Source: an optimization exercise on an open RTL-to-GDS flow (aim: small area). Production flows keep margins and buffers that such runs may drop.
RTL that was checked went through simulation tests only; none was proved equivalent to the original.
No driver is modelled on the clock port, so clock power and skew are understated where the tree is cut down; a real chip needs a root buffer or a tree.
Power is estimated from default activity; no workload was simulated.

Design Task3, start of the top module:
module Task3(
	input [7:0] X0,
	input [7:0] X1,
	input [7:0] X2,
	input [7:0] X3,
	input [7:0] A0,
	input [7:0] A1,
	input [7:0] A2,
	input [7:0] A3,
	input clk,
	input rst,
	input enable,
	output ready,
	output valid,
	output [17:0] result
);
Size: about 78 flip-flops, roughly 0.0036 sq mm of cells after synthesis.
export LEC_CHECK = 0
export ABC_AREA = 1
export CAP_MARGIN = 20
export CORE_MARGIN = 2
export CORE_UTILIZATION = 40
export CTS_BUF_LIST = sky130_fd_sc_hd__clkbuf_16
export CTS_CLUSTER_DIAMETER = 500
export CTS_CLUSTER_SIZE = 100
export SLEW_MARGIN = 20
create_clock -name core_clock -period 8.0 [get_ports {clk}]
standard.sh (not shown) runs the stock make flow with config.mk's settings and CLKGATE_MAP_FILE= SYNTH_SCRIPT=/design/flow/synth_recipe.tcl, a recipe that flattens the netlist after the stock synthesis.
==> flow/flow/run.sh <==
#!/bin/bash
# The standard layout with two changes:
# - the port buffers are the smallest buffer cell instead of the delay cell
#   buffer_ports picks by itself;
# - Yosys's synth skips its early "abc -fast", so extract_fa sees the full
#   adders as the RTL writes them, without inverters between them.
set -euo pipefail
export BUFFER_PORTS_ARGS="-buffer_cell sky130_fd_sc_hd__buf_1"
export SYNTH_ARGS="-noabc"
bash standard.sh finish > standard.log 2>&1
Change:
==> flow/flow/run.sh (replaced) <==
#!/bin/bash
# The standard layout, with the port buffers made of the smallest buffer
# cell instead of the delay cell buffer_ports picks by itself.
set -euo pipefail
export BUFFER_PORTS_ARGS="-buffer_cell sky130_fd_sc_hd__buf_1"
bash standard.sh finish > standard.log 2>&1
CTS_BUF_LIST = not set   (was sky130_fd_sc_hd__clkbuf_16)
CTS_CLUSTER_DIAMETER = not set   (was 500)
CTS_CLUSTER_SIZE = not set   (was 100)
=>
- The changed run passed the timing, design-rule and antenna checks
- non-clock buffer count rose by 1
- setup slack is better by 0.48 ns
- worst hold slack is better by 0.0064 ns
Change:
==> flow/flow/run.sh (replaced) <==
#!/bin/bash
# The standard layout with two changes:
# - the port buffers are the smallest buffer cell instead of the delay cell
#   buffer_ports picks by itself;
# - Yosys's synth skips its early "abc -fast", so extract_fa sees the full
#   adders as the RTL writes them, without inverters between them.
set -euo pipefail
export BUFFER_PORTS_ARGS="-buffer_cell sky130_fd_sc_hd__buf_1"
export SYNTH_ARGS="-noabc"
bash standard.sh finish > standard.log 2>&1
CTS_BUF_LIST = sky130_fd_sc_hd__clkbuf_8   (was not set)
CTS_CLUSTER_DIAMETER = 200   (was not set)
CTS_CLUSTER_SIZE = 40   (was not set)
Via count stays flat.
Synthesized area rose by 0.39%.
Fmax fell by about 8%.
Hold slack barely changes.
Die area rose by about 0.37%.
First-iteration DRC count rose by 1.3%.
Synthesized cell count fell by about 1.7%.
Wire length rose by about 4.4%.
Non-clock buffer count fell by 1.
Core utilization fell by 0.33 points.
No run of this note included a check of the RTL's function; only the layout flow was run.

========
Task3, a different RTL version from the one above (not shown whole).
For scale: about 87 I/O pins.
export LEC_CHECK = 0
export ABC_AREA = 0
export CAP_MARGIN = 20
export CORE_MARGIN = 2
export CORE_UTILIZATION = 40
export SLEW_MARGIN = 20
create_clock -name core_clock -period 8.0 [get_ports {clk}]
==> flow/flow/run.sh <==
#!/bin/bash
# The standard layout with these changes:
# - the port buffers are the smallest buffer cell instead of the delay cell
#   buffer_ports picks by itself;
# - Yosys's synth skips its early "abc -fast";
# - after the standard synthesis, flow/netopt.py removes the inverters that
#   extract_fa leaves around the full adders (it flips full adders and some
#   two-input gates to inverted logic instead) and sizes gates that synthesis
#   sized up back to size 1; flip-flops are untouched;
# - after CTS, flow/clocktree.tcl replaces the clock tree by one level of
#   CLKTREE_NBUF buffers, each driving one group of nearby flip-flops.
set -euo pipefail
export BUFFER_PORTS_ARGS="-buffer_cell sky130_fd_sc_hd__buf_1"
export SYNTH_ARGS="-noabc"
export POST_CTS_TCL=$PWD/flow/clocktree.tcl
export CLKTREE_NBUF=${CLKTREE_NBUF:-4}
export CLKTREE_CELL=${CLKTREE_CELL:-sky130_fd_sc_hd__clkbuf_8}
R=orfs/results/$FLOW_PLATFORM/Task3/base
bash standard.sh synth > synth.log 2>&1
cp $R/1_2_yosys.v yosys_standard.v
python3 flow/netopt.py yosys_standard.v $R/1_2_yosys.v --downsize > netopt.log 2>&1
touch $R/1_2_yosys.v
bash standard.sh finish > finish.log 2>&1
Other scripts of this flow, unchanged in this note and not shown: flow/flow/clocktree.tcl, flow/flow/netopt.py
==> next run, changes <==
- ABC_AREA: 0 -> 1
Die area came out lower by 1.1%.
First-iteration DRC count goes up by about 45%.
Total power shrinks by 2.9%.
Sequential share of layout area came out higher by 0.76 points.
No run of this note takes its clock network from TritonCTS; it comes from the design's own scripts or RTL.

========
The RTL this note starts from:
==> flow/design.v <==
module Task3(
	input [7:0] X0,
	input [7:0] X1,
	input [7:0] X2,
	input [7:0] X3,
	input [7:0] A0,
	input [7:0] A1,
	input [7:0] A2,
	input [7:0] A3,
	input clk,
	input rst,
	input enable,
	output ready,
	output valid,
	output [17:0] result
);
reg [3:0] cnt;
reg [7:0] a0, a1, a2, a3;
reg [7:0] xs0, xs1, xs2, xs3;
reg [9:0] h;
assign ready = (cnt == 4'd0) | (cnt == 4'd9);
assign valid = (cnt == 4'd9);
wire start = enable & ready;
wire first = (cnt == 4'd1);
wire last = (cnt == 4'd8);
wire inv = (cnt == 4'd7) | last;
always @(posedge clk) begin
	if (rst)
		cnt <= 4'd0;
	else if (start)
		cnt <= 4'd1;
	else if (ready)
		cnt <= 4'd0;
	else
		cnt <= cnt + 4'd1;
end
wire [9:0] hin = first ? 10'd512 : h;
wire b0 = xs0[0], b1 = xs1[0], b2 = xs2[0], b3 = xs3[0];
wire [7:0] pp0 = {~(a0[7] & b0), a0[6:0] & {7{b0}}};
wire [7:0] pp1 = {~(a1[7] & b1), a1[6:0] & {7{b1}}};
wire [7:0] pp2 = {~(a2[7] & b2), a2[6:0] & {7{b2}}};
wire [7:0] pp3 = {~(a3[7] & b3), a3[6:0] & {7{b3}}};
wire s1;
wire c2;
wire s3;
wire c4;
wire s5;
wire c6;
wire s7;
wire c8;
wire s9;
wire c10;
wire s11;
wire c12;
wire s13;
wire c14;
wire s15;
wire c16;
wire s17;
wire c18;
wire s19;
wire c20;
wire s21;
wire c22;
wire s23;
wire c24;
wire s25;
wire c26;
wire s27;
wire c28;
wire s29;
wire c30;
wire s31;
wire c32;
wire s33;
wire c34;
wire s35;
wire c36;
wire s37;
wire c38;
wire s39;
wire c40;
wire s41;
wire c42;
wire s43;
wire c44;
wire s45;
wire c46;
wire s47;
wire c48;
wire s49;
wire c50;
wire s51;
wire c52;
wire s53;
wire c54;
wire s55;
wire c56;
wire s57;
wire c58;
wire s59;
wire c60;
wire s61;
wire c62;
wire s63;
wire c64;
wire [10:0] sum;
assign s1 = hin[0] ^ pp0[0] ^ pp1[0];
assign c2 = (hin[0] & pp0[0]) | (hin[0] & pp1[0]) | (pp0[0] & pp1[0]);
assign s3 = pp2[0] ^ pp3[0] ^ s1;
assign c4 = (pp2[0] & pp3[0]) | (pp2[0] & s1) | (pp3[0] & s1);
assign s5 = hin[1] ^ pp0[1] ^ pp1[1];
assign c6 = (hin[1] & pp0[1]) | (hin[1] & pp1[1]) | (pp0[1] & pp1[1]);
assign s7 = pp2[1] ^ pp3[1] ^ c2;
assign c8 = (pp2[1] & pp3[1]) | (pp2[1] & c2) | (pp3[1] & c2);
assign s9 = s5 ^ c4 ^ s7;
assign c10 = (s5 & c4) | (s5 & s7) | (c4 & s7);
assign s11 = hin[2] ^ pp0[2] ^ pp1[2];
assign c12 = (hin[2] & pp0[2]) | (hin[2] & pp1[2]) | (pp0[2] & pp1[2]);
assign s13 = pp2[2] ^ pp3[2] ^ c6;
assign c14 = (pp2[2] & pp3[2]) | (pp2[2] & c6) | (pp3[2] & c6);
assign s15 = s11 ^ c8 ^ s13;
assign c16 = (s11 & c8) | (s11 & s13) | (c8 & s13);
assign s17 = c10 ^ s15;
assign c18 = c10 & s15;
assign s19 = hin[3] ^ pp0[3] ^ pp1[3];
assign c20 = (hin[3] & pp0[3]) | (hin[3] & pp1[3]) | (pp0[3] & pp1[3]);
assign s21 = pp2[3] ^ pp3[3] ^ c12;
assign c22 = (pp2[3] & pp3[3]) | (pp2[3] & c12) | (pp3[3] & c12);
assign s23 = s19 ^ c14 ^ s21;
assign c24 = (s19 & c14) | (s19 & s21) | (c14 & s21);
assign s25 = c16 ^ s23 ^ c18;
assign c26 = (c16 & s23) | (c16 & c18) | (s23 & c18);
assign s27 = hin[4] ^ pp0[4] ^ pp1[4];
assign c28 = (hin[4] & pp0[4]) | (hin[4] & pp1[4]) | (pp0[4] & pp1[4]);
assign s29 = pp2[4] ^ pp3[4] ^ c20;
assign c30 = (pp2[4] & pp3[4]) | (pp2[4] & c20) | (pp3[4] & c20);
assign s31 = s27 ^ c22 ^ s29;
assign c32 = (s27 & c22) | (s27 & s29) | (c22 & s29);
assign s33 = c24 ^ s31 ^ c26;
assign c34 = (c24 & s31) | (c24 & c26) | (s31 & c26);
assign s35 = hin[5] ^ pp0[5] ^ pp1[5];
assign c36 = (hin[5] & pp0[5]) | (hin[5] & pp1[5]) | (pp0[5] & pp1[5]);
assign s37 = pp2[5] ^ pp3[5] ^ c28;
assign c38 = (pp2[5] & pp3[5]) | (pp2[5] & c28) | (pp3[5] & c28);
assign s39 = s35 ^ c30 ^ s37;
assign c40 = (s35 & c30) | (s35 & s37) | (c30 & s37);
assign s41 = c32 ^ s39 ^ c34;
assign c42 = (c32 & s39) | (c32 & c34) | (s39 & c34);
assign s43 = hin[6] ^ pp0[6] ^ pp1[6];
assign c44 = (hin[6] & pp0[6]) | (hin[6] & pp1[6]) | (pp0[6] & pp1[6]);
assign s45 = pp2[6] ^ pp3[6] ^ c36;
assign c46 = (pp2[6] & pp3[6]) | (pp2[6] & c36) | (pp3[6] & c36);
assign s47 = s43 ^ c38 ^ s45;
assign c48 = (s43 & c38) | (s43 & s45) | (c38 & s45);
assign s49 = c40 ^ s47 ^ c42;
assign c50 = (c40 & s47) | (c40 & c42) | (s47 & c42);
assign s51 = hin[7] ^ pp0[7] ^ pp1[7];
assign c52 = (hin[7] & pp0[7]) | (hin[7] & pp1[7]) | (pp0[7] & pp1[7]);
assign s53 = pp2[7] ^ pp3[7] ^ c44;
assign c54 = (pp2[7] & pp3[7]) | (pp2[7] & c44) | (pp3[7] & c44);
assign s55 = s51 ^ c46 ^ s53;
assign c56 = (s51 & c46) | (s51 & s53) | (c46 & s53);
assign s57 = c48 ^ s55 ^ c50;
assign c58 = (c48 & s55) | (c48 & c50) | (s55 & c50);
assign s59 = hin[8] ^ c52 ^ c54;
assign c60 = (hin[8] & c52) | (hin[8] & c54) | (c52 & c54);
assign s61 = c56 ^ s59 ^ c58;
assign c62 = (c56 & s59) | (c56 & c58) | (s59 & c58);
assign s63 = hin[9] ^ c60 ^ c62;
assign c64 = (hin[9] & c60) | (hin[9] & c62) | (c60 & c62);
assign sum = {c64, s63, s61, s57, s49, s41, s33, s25, s17, s9, s3};
wire [9:0] hnext = sum[10:1] ^ {~last & inv, {9{inv}}};
wire rbit = sum[0] ^ last;
always @(posedge clk) begin
	if (ready) begin
		a0 <= A0; a1 <= A1; a2 <= A2; a3 <= A3;
		xs0 <= X0; xs1 <= X1; xs2 <= X2; xs3 <= X3;
	end else begin
		xs0 <= {rbit, xs0[7:1]};
		xs1 <= {X1[7], xs1[7:1]};
		xs2 <= {X2[7], xs2[7:1]};
		xs3 <= {X3[7], xs3[7:1]};
	end
	h <= hnext;
end
assign result = {h, xs0};
endmodule
export LEC_CHECK = 0
export CAP_MARGIN = 20
export CORE_MARGIN = 2
export CORE_UTILIZATION = 40
export SLEW_MARGIN = 20
create_clock -name core_clock -period 8.0 [get_ports {clk}]
run.sh (not shown) runs the stock make flow with config.mk's settings and CLKGATE_MAP_FILE= SYNTH_SCRIPT=/design/flow/synth_recipe.tcl, a recipe that flattens the netlist after the stock synthesis.
Stock flow here: none of the scripts above is used.
The starting point produced a clean layout.
Edit:
==> flow/flow/run.sh (new file) <==
#!/bin/bash
# The standard layout with two changes:
# - the port buffers are the smallest buffer cell instead of the delay cell
#   buffer_ports picks by itself;
# - Yosys's synth skips its early "abc -fast", so extract_fa sees the full
#   adders as the RTL writes them, without inverters between them.
set -euo pipefail
export BUFFER_PORTS_ARGS="-buffer_cell sky130_fd_sc_hd__buf_1"
export SYNTH_ARGS="-noabc"
bash standard.sh finish > standard.log 2>&1
==> flow/standard.sh (new file) <==
#!/bin/bash
# synth_recipe.tcl (not shown) runs the flow's synth.tcl, then flattens the netlist and writes it again
# the make line also repeats each setting of config.mk as NAME=value (left out here)
make -C /OpenROAD-flow-scripts/flow DESIGN_CONFIG=/design/flow/config.mk WORK_HOME=/design/flow/orfs CLKGATE_MAP_FILE= SYNTH_SCRIPT=/design/flow/synth_recipe.tcl "${@:-finish}"
--- a/flow/config.mk
+++ b/flow/config.mk
@@ -7,0 +8 @@
+export ABC_AREA = 1
removed: flow/run.sh
After rerunning: Hold slack loses 34 ps. Cell area is lower by 13%. Core utilization drops by 6.7 points.
Edit:
==> flow/run.sh (new file) <==
#!/bin/bash
# synth_recipe.tcl (not shown) runs the flow's synth.tcl, then flattens the netlist and writes it again
# the make line also repeats each setting of config.mk as NAME=value (left out here)
make -C /OpenROAD-flow-scripts/flow DESIGN_CONFIG=/design/flow/config.mk WORK_HOME=/design/flow/orfs CLKGATE_MAP_FILE= SYNTH_SCRIPT=/design/flow/synth_recipe.tcl finish
removed: flow/flow/run.sh
removed: flow/standard.sh
Result: Synthesized area came out lower slightly; final cell count is higher slightly; power climbs by a few percent; die area goes down slightly; setup slack improves by 460 ps; design area rises by roughly a tenth; via count is about the same; global-route usage climbs by 0.38 points; routed wire length shrinks slightly; register-to-register slack is better by 460 ps.
No functional check of the RTL was part of any run of this note.

==> static timing again, ports no longer ideal <==
No port has a modelled driver above. Below, the same layouts with a new extraction and two added sets of constraints. Step 1, drivers: a clkbuf_16 drives clk and a buf_2 each remaining input, both assumed. Step 2 also shifts input and output timing later by t, the mid clock arrival at the registers, as if the neighbouring blocks saw the same clock. a / b / c = ideal / step 1 / step 2; a / b = the first two.
| run | shift t [ns] | setup slack, ns | hold slack, ns |
|---|---|---|---|
| the first run of note 1 | 0.360 | 2.118 / 2.118 / 2.118 | 0.416 / 0.416 / 0.416 |
| the second run of note 1 | 0.366 | 2.596 / 2.596 / 2.596 | 0.422 / 0.422 / 0.422 |
| the third run of note 1 | 0.376 | 2.138 / 2.138 / 2.138 | 0.422 / 0.422 / 0.422 |
| the first run of note 2 | 0.225 | 2.218 / 2.218 / 2.218 | 0.440 / 0.440 / 0.440 |
| the second run of note 2 | 0.230 | 1.936 / 1.936 / 1.936 | 0.430 / 0.430 / 0.430 |
| the first run of note 3 | 0.380 | 2.273 / 2.273 / 2.273 | 0.456 / 0.456 / 0.456 |
| the second run of note 3 | 0.376 | 2.138 / 2.138 / 2.138 | 0.422 / 0.422 / 0.422 |
| the third run of note 3 | 0.377 | 2.599 / 2.599 / 2.599 | 0.422 / 0.422 / 0.422 |
After both steps every run listed still meets setup and hold.
